Background: an optimization exercise with open tools, aiming at small area, a short achievable clock period and few clock cycles per item. Do not read the settings as production practice.
In this exercise RTL edits were held to simulation tests only and were not proved equivalent to the original.
Power is estimated from default activity; no workload was simulated.

## config.mk

```make
export PLATFORM = sky130hd
export DESIGN_NAME = alu32
export DESIGN_NICKNAME = alu32
export VERILOG_FILES = /design/flow/design.v
export SDC_FILE = /design/flow/constraint.sdc
export NUM_CORES = 4
export LEC_CHECK = 0
export ABC_AREA = 1
export CAP_MARGIN = 20
export CORE_MARGIN = 2
export CORE_UTILIZATION = 55
export CTS_BUF_LIST = sky130_fd_sc_hd__clkbuf_4 sky130_fd_sc_hd__clkbuf_8
export SLEW_MARGIN = 20
```

## constraint.sdc

```tcl
create_clock -name core_clock -period 24.0 [get_ports {clk}]
set_input_delay 4.8000 -clock core_clock [delete_from_list [all_inputs] [get_ports {clk}]]
set_output_delay 4.8000 -clock core_clock [all_outputs]
set_load 0.01 [all_outputs]
```

## design.v

```verilog
module alu_logic (
input  [31:0] A,
input  [31:0] B,
input  [2:0]  S,
output [31:0] sum,
output [31:0] lres
);
  wire        sub = S[2] & ~S[0];
  wire [31:0] bx  = B ^ {32{sub}};
  wire [31:0] g0  = A & bx;
  wire [31:0] p0  = A ^ bx;
  reg  [31:0] G, P;
  integer l, i;
  always @* begin
    G = g0; P = p0;
    G[0] = g0[0] | (p0[0] & sub);
    for (l = 0; l < 5; l = l + 1)
      for (i = 0; i < 32; i = i + 1)
        if ((i >> l) & 1) begin
          G[i] = G[i] | (P[i] & G[((i >> l) << l) - 1]);
          P[i] = P[i] & P[((i >> l) << l) - 1];
        end
  end
  wire [31:0] c  = {G[30:0], sub};
  wire [31:0] s  = p0 ^ c;
  wire        slt = (S[1:0] == 2'b00);
  assign sum = slt ? {31'd0, s[31]} : s;
  wire [31:0] o = p0 | g0;
  assign lres = S[1] ? (S[0] ? ~o : p0) : (S[0] ? o : g0);
endmodule
module mod_msb (input [31:0] x, output reg [4:0] m);
  integer n;
  always @* begin
    m = 0;
    for (n = 0; n < 32; n = n + 1) if (x[n]) m = n;
  end
endmodule
module mod_step (
input  [31:0] r,
input         a,
input  [31:0] b,
output [31:0] y
);
  wire [32:0] x = {r, a};
  wire [32:0] nb = {1'b1, ~b};
  wire [32:0] g0 = x & nb;
  wire [32:0] p0 = x ^ nb;
  reg  [32:0] G, P;
  integer l, i;
  always @* begin
    G = g0; P = p0;
    G[0] = g0[0] | p0[0];
    for (l = 1; l < 33; l = l * 2)
      for (i = 2*l - 1; i < 33; i = i + 2*l) begin
        G[i] = G[i] | (P[i] & G[i-l]);
        P[i] = P[i] & P[i-l];
      end
    for (l = 16; l >= 1; l = l / 2)
      for (i = 3*l - 1; i < 33; i = i + 2*l) begin
        G[i] = G[i] | (P[i] & G[i-l]);
        P[i] = P[i] & P[i-l];
      end
  end
  wire [32:0] c = {G[31:0], 1'b1};
  wire nob = G[32];    
  wire [31:0] d = p0[31:0] ^ c[31:0];
  assign y = nob ? d : x[31:0];
endmodule
module alu32 #(
  parameter K = 2      
) (
input clk,
input reset,
input start,
input [31:0] A,
input [31:0] B,
input [2:0] S,
output done,
output [31:0] R
);
  localparam G  = (32 + K - 1) / K;   
  localparam GW = (G > 16) ? 5 : (G > 8) ? 4 : (G > 4) ? 3 : (G > 2) ? 2 : 1;
  wire [31:0] sum;
  wire [31:0] lres;
  alu_logic u_alu (.A(A), .B(B), .S(S), .sum(sum), .lres(lres));
  wire [4:0] la, lb;
  mod_msb ua (.x(A), .m(la));
  mod_msb ub (.x(B), .m(lb));
  wire [5:0] df = {1'b0, la} - {1'b0, lb};
  wire [4:0] gs = df[5] ? 5'd0 : ((df[4:0] + 5'd1) >> 1) | {df[4:0] == 5'd31, 4'd0};
  reg          busy;
  reg          done_r;
  reg [4:0]    g;
  reg [31:0]   rem;
  wire        first = ~busy & ~done_r;
  wire [4:0]  gc    = first ? gs : g;
  wire [65:0] a_sh  = {32'd0, A, 2'b00} >> {gc, 1'b0};
  reg  [1:0]  c_r;     
  wire [31:0] y1, y;
  mod_step u1 (.r(rem), .a(c_r[1]), .b(B), .y(y1));
  mod_step u2 (.r(first ? {1'b0, a_sh[33:3]} : y1), .a(first ? a_sh[2] : c_r[0]), .b(B), .y(y));
  always @(posedge clk or posedge reset) begin
    if (reset) begin
      busy <= 1'b0; done_r <= 1'b0;
    end else if (!start) begin
      busy <= 1'b0; done_r <= 1'b0;
    end else if (!done_r) begin
      if (gc == 5'd0) begin busy <= 1'b0; done_r <= 1'b1; end
      else busy <= 1'b1;
    end
  end
  always @(posedge clk) begin
    g   <= gc - 5'd1;
    c_r <= a_sh[1:0];
    if (start && !done_r) rem <= y;
  end
  assign done = done_r;
  assign R = (S == 3'b111) ? rem : (S[2] ? sum : lres);
endmodule
```

## flow/run.sh

```bash
#!/bin/bash
# The standard layout, with plain buf_2 port buffers, and timing repair
# aiming past the period.
set -euo pipefail
export BUFFER_PORTS_ARGS="-buffer_cell sky130_fd_sc_hd__buf_2"
export SETUP_SLACK_MARGIN=11.5
bash standard.sh > standard_flow.log 2>&1
```

## standard.sh

```bash
#!/bin/bash
# synth_recipe.tcl (not shown) runs the flow's synth.tcl, then flattens the netlist and writes it again
# the make line also repeats each setting of config.mk as NAME=value (left out here)
make -C /OpenROAD-flow-scripts/flow DESIGN_CONFIG=/design/flow/config.mk WORK_HOME=/design/flow/orfs CLKGATE_MAP_FILE= SYNTH_SCRIPT=/design/flow/synth_recipe.tcl "${@:-finish}"
```

==> results.ini <==
[status]
status=finished clean

[synth]
synth-main-ff-cell=edfxtp_1
synth.top_cell.area_share_pct=16.0
synth_top_cell_by_area=ha_1
synth-adder-area-share_pct=23.2
syn_avg_cell_area_um2=6.29
synthSimpleGateAreaFrac_pct=27.1
synth_xor_area_share_pct=5.89
syn-instance-count=1677
ys_ff_latch=41
synth_fp_nets=1920
muxShareOfSynthArea_pct=0.569
yosysMostFrequentCell=nand2_1
synth_top_family_by_area=simple AND/OR/NAND/NOR gates
async_flop_share_pct=4.88
synth_compound_area_share_pct=21.2
synth-seq-area-share_pct=10.9
synth_area_leaders=ha_1, nand2_1, edfxtp_1
yosysUniqueCellTypes=56
netlist_area_um2=10600
synth_edf_count=32
yosys_warnings=4
synth_common_cells=nand2_1, inv_1, o21ai_0

[sta]
period_needed_ps=12960
setup_viol=0
relSlewSlack_pct=52.9
hold_viol=0
worst_pin_slew_ps=707
maxSlewViolCount=0
fin_ws_ps=11040
rsz0062_at_grt=true
fin_skew_ps=14.0
period_share_pct=54.0
max_freq_mhz=77.2
fin_setup_tns_ps=0

[route]
wl_um=38900
drc_errors=0
vias_per_cell=5.96
vias=12200
drtIter0Drc=1239
detail_route.wl_per_cell_um=19.0
drtAntennaViolNets=0
firstDrtPassIters=6

[clocking]
cts_tree=yes
path_clk_slew_ps=100
clockBufferDepth=2
clkLatencyLatePin_ps=320
cts_buffers=5
htree_levels=2
cts_root_buffer=clkbuf_8
clkSinkCount=41

[pwr]
ir_drop_mv=0.156
power_density_nw_per_um2=144
leakagePower_nw=6.43

[grt]
grt_pass1_wl_um=58700
antenna_found_initial=0
gr-total-overflow=0
grt.total_usage_pct=37.0
grt_pass1_vias=10900
grt_max_degree=60

[critical_path]
cp-start-kind=primary input
regToRegEndpoint=rem[8]
timing.reg2reg.worst_path_depth=34
reg2reg_from=rem[0]
r2r_slack_ps=17780
end_kind=output port
cp.required_ps=19200
critPathKind=primary input to output port
crit_arrival_ps=8160
critPathMaxFanout=7

[placement]
gp_congestion=1.00
post-place-ws_ps=9830
dp_hpwl_um=28600
place_inst=1956
dpl_cell_area_um2=11200
io_buffers=102

[die]
die_y_um=143
dieArea_um2=20300
core_area_um2=18800
start_util_pct=56.2
die_w_um=143
std_cell_rows=50
ios=103

[final_layout]
n_fill_cell=1692
nNetsFinal=2058
diodes=0
fin_area_um2=12800
regArea_um2=1150
post-route-util_pct=68.0
multi_input_area_um2=8750
drive_gt1_share_pct=18.3
instances_no_fill=2050
area_delta_synth_final_pct=20.9

[worst_hold_path]
hold_class=flip-flop to flip-flop
hp-start=busy
min_to=busy
holdPathStages=2

[flow_run]
cap_violations=0

==> power breakdown <==
| group | internal, mW | switching [mW] |
|---|---|---|
| logic | 0.597 | 0.974 |
| clock network | 0.0217 | 0.0302 |
| registers | 0.164 | 0.0505 |
==> kinds of logic (layout without fill, tap and decap cells) <==
logic type                 Yosys count  in the layout
AOI/OAI and AO/OA                  400            400
xor gates and xnor gates            71             71
adders and majority gates          173            173
buffers and inverters              298            436
DFF                                 41             41
muxes                                6              6
and+or+nand+nor                    688            689
==> repair_timing <==
item,4_1_cts,5_1_grt
buffers inserted,38,34
endpoints found under the setup margin,63,55
hold buffers,0,0
gates resized for setup,63,113
pin swaps,21,43
gates cloned,7,7
endpoints found under the hold margin,0,0
==> cells in the final DEF, fill, tap and decap left out, types with 7 or more instances in the layout <==
master	Yosys	layout
a31oi_1	30	28
o21ai_1	53	75
buf_2	15	99
a21oi_1	84	72
nand3_1	110	101
xor2_1	60	51
xor2_2	0	7
a21o_1	7	7
o21ai_0	167	135
o21ai_2	5	11
nor3_1	11	10
xnor2_1	11	11
nand3_2	5	12
ha_1	135	132
edfxtp_1	32	32
clkinvlp_4	0	8
nor2_2	3	7
nand2_2	9	23
fa_1	38	35
a21oi_2	0	10
buf_6	3	19
dfxtp_1	7	7
nand2_1	431	412
buf_4	3	62
o211ai_1	25	25
nor2_1	100	94
inv_1	219	214
==> worst max-delay path, cell delays in order <==
cell	delay, ps
buf_8	100
buf_12	120
nor2_4	110
buf_12	150
buf_6	100
xor2_2	60
ha_1	330
a21oi_2	70
o21bai_2	150
nand2_2	90
nand2_2	60
nand2_2	60
a21oi_2	170
nor2_2	70
o21ai_2	140
nand2_1	110
nand2_2	120
buf_4	140
a21oi_4	60
o21ai_4	240
buf_6	140
nand3_2	80
nand2_1	120
nand2_2	80
nand3_4	100
nand3_2	80
a21oi_1	140
buf_2	150
==> per-stage QoR <==
step,hold slack [ps],power (mW)
after global routing,597,2.01
after CTS,567,1.64
after global placement,527,1.51
final,563,1.84
after detailed placement,554,1.53
after floorplan,514,1.22
==> final cells by class <==
cell class	count	share of cell area, %
multi-input combinational	1339	68.6
clock buffer	6	0.598
inverter	229	7.11
clock inverter	2	0.118
tap	234	2.29
sequential	41	9.02
timing repair buffer	195	12.0
timing repair inverter	4	0.255
==> how the worst max path moves through the flow <==
stage | startpoint | depth (start not counted) | to | slack, ps
finish | S[0] | 28 | R[0] | 11040
global route | S[0] | 28 | R[0] | 10880
CTS | S[0] | 24 | R[16] | 11180
detailed placement | S[2] | 24 | R[16] | 9830
global placement | S[2] | 24 | R[16] | 9940
floorplan | S[0] | 21 | R[16] | 11350
==> registers in the layout, summed over array words and instances, names as in the netlist <==
register and count:
done_r 1, busy 1, rem 32, g 5, c_r 2
==> routing by layer <==
layer  track usage [%]  share of wire [%]  vias up
met5                 0                  0        -
met4              9.17                2.3        0
met3              5.48                 11       72
met2              56.6                 44      680
met1              54.6                 43     5643
li1                  -                  -     5822
Testbench counts, summed over its fixed seeds: cycles 5,650, mods 1,200.

[static timing again, ports no longer ideal]
In the flow no input, the clock included, has a driving cell. The finished layout below was timed again as built, in two steps.
Step 1, drivers: a clkbuf_16 drives clk and a buf_2 each remaining input, both assumed.
Step 2, shift: input delay + t, output delay - t, t = (earliest + latest rising clock arrival at the registers) / 2. This alone moves slack from input paths to output paths.
Three values: ideal ports, drivers, drivers and shift; two values: the first two.
t (ns): 0.355
slack for setup (ns): 11.045 / 11.005 / 11.005
worst setup path at the end: input to output
cell pins on the clock port's net: 1
After both steps this run still meets setup and hold. For this run, drivers alone change the setup slack by -0.040 ns; drivers and shift together by -0.040 ns.
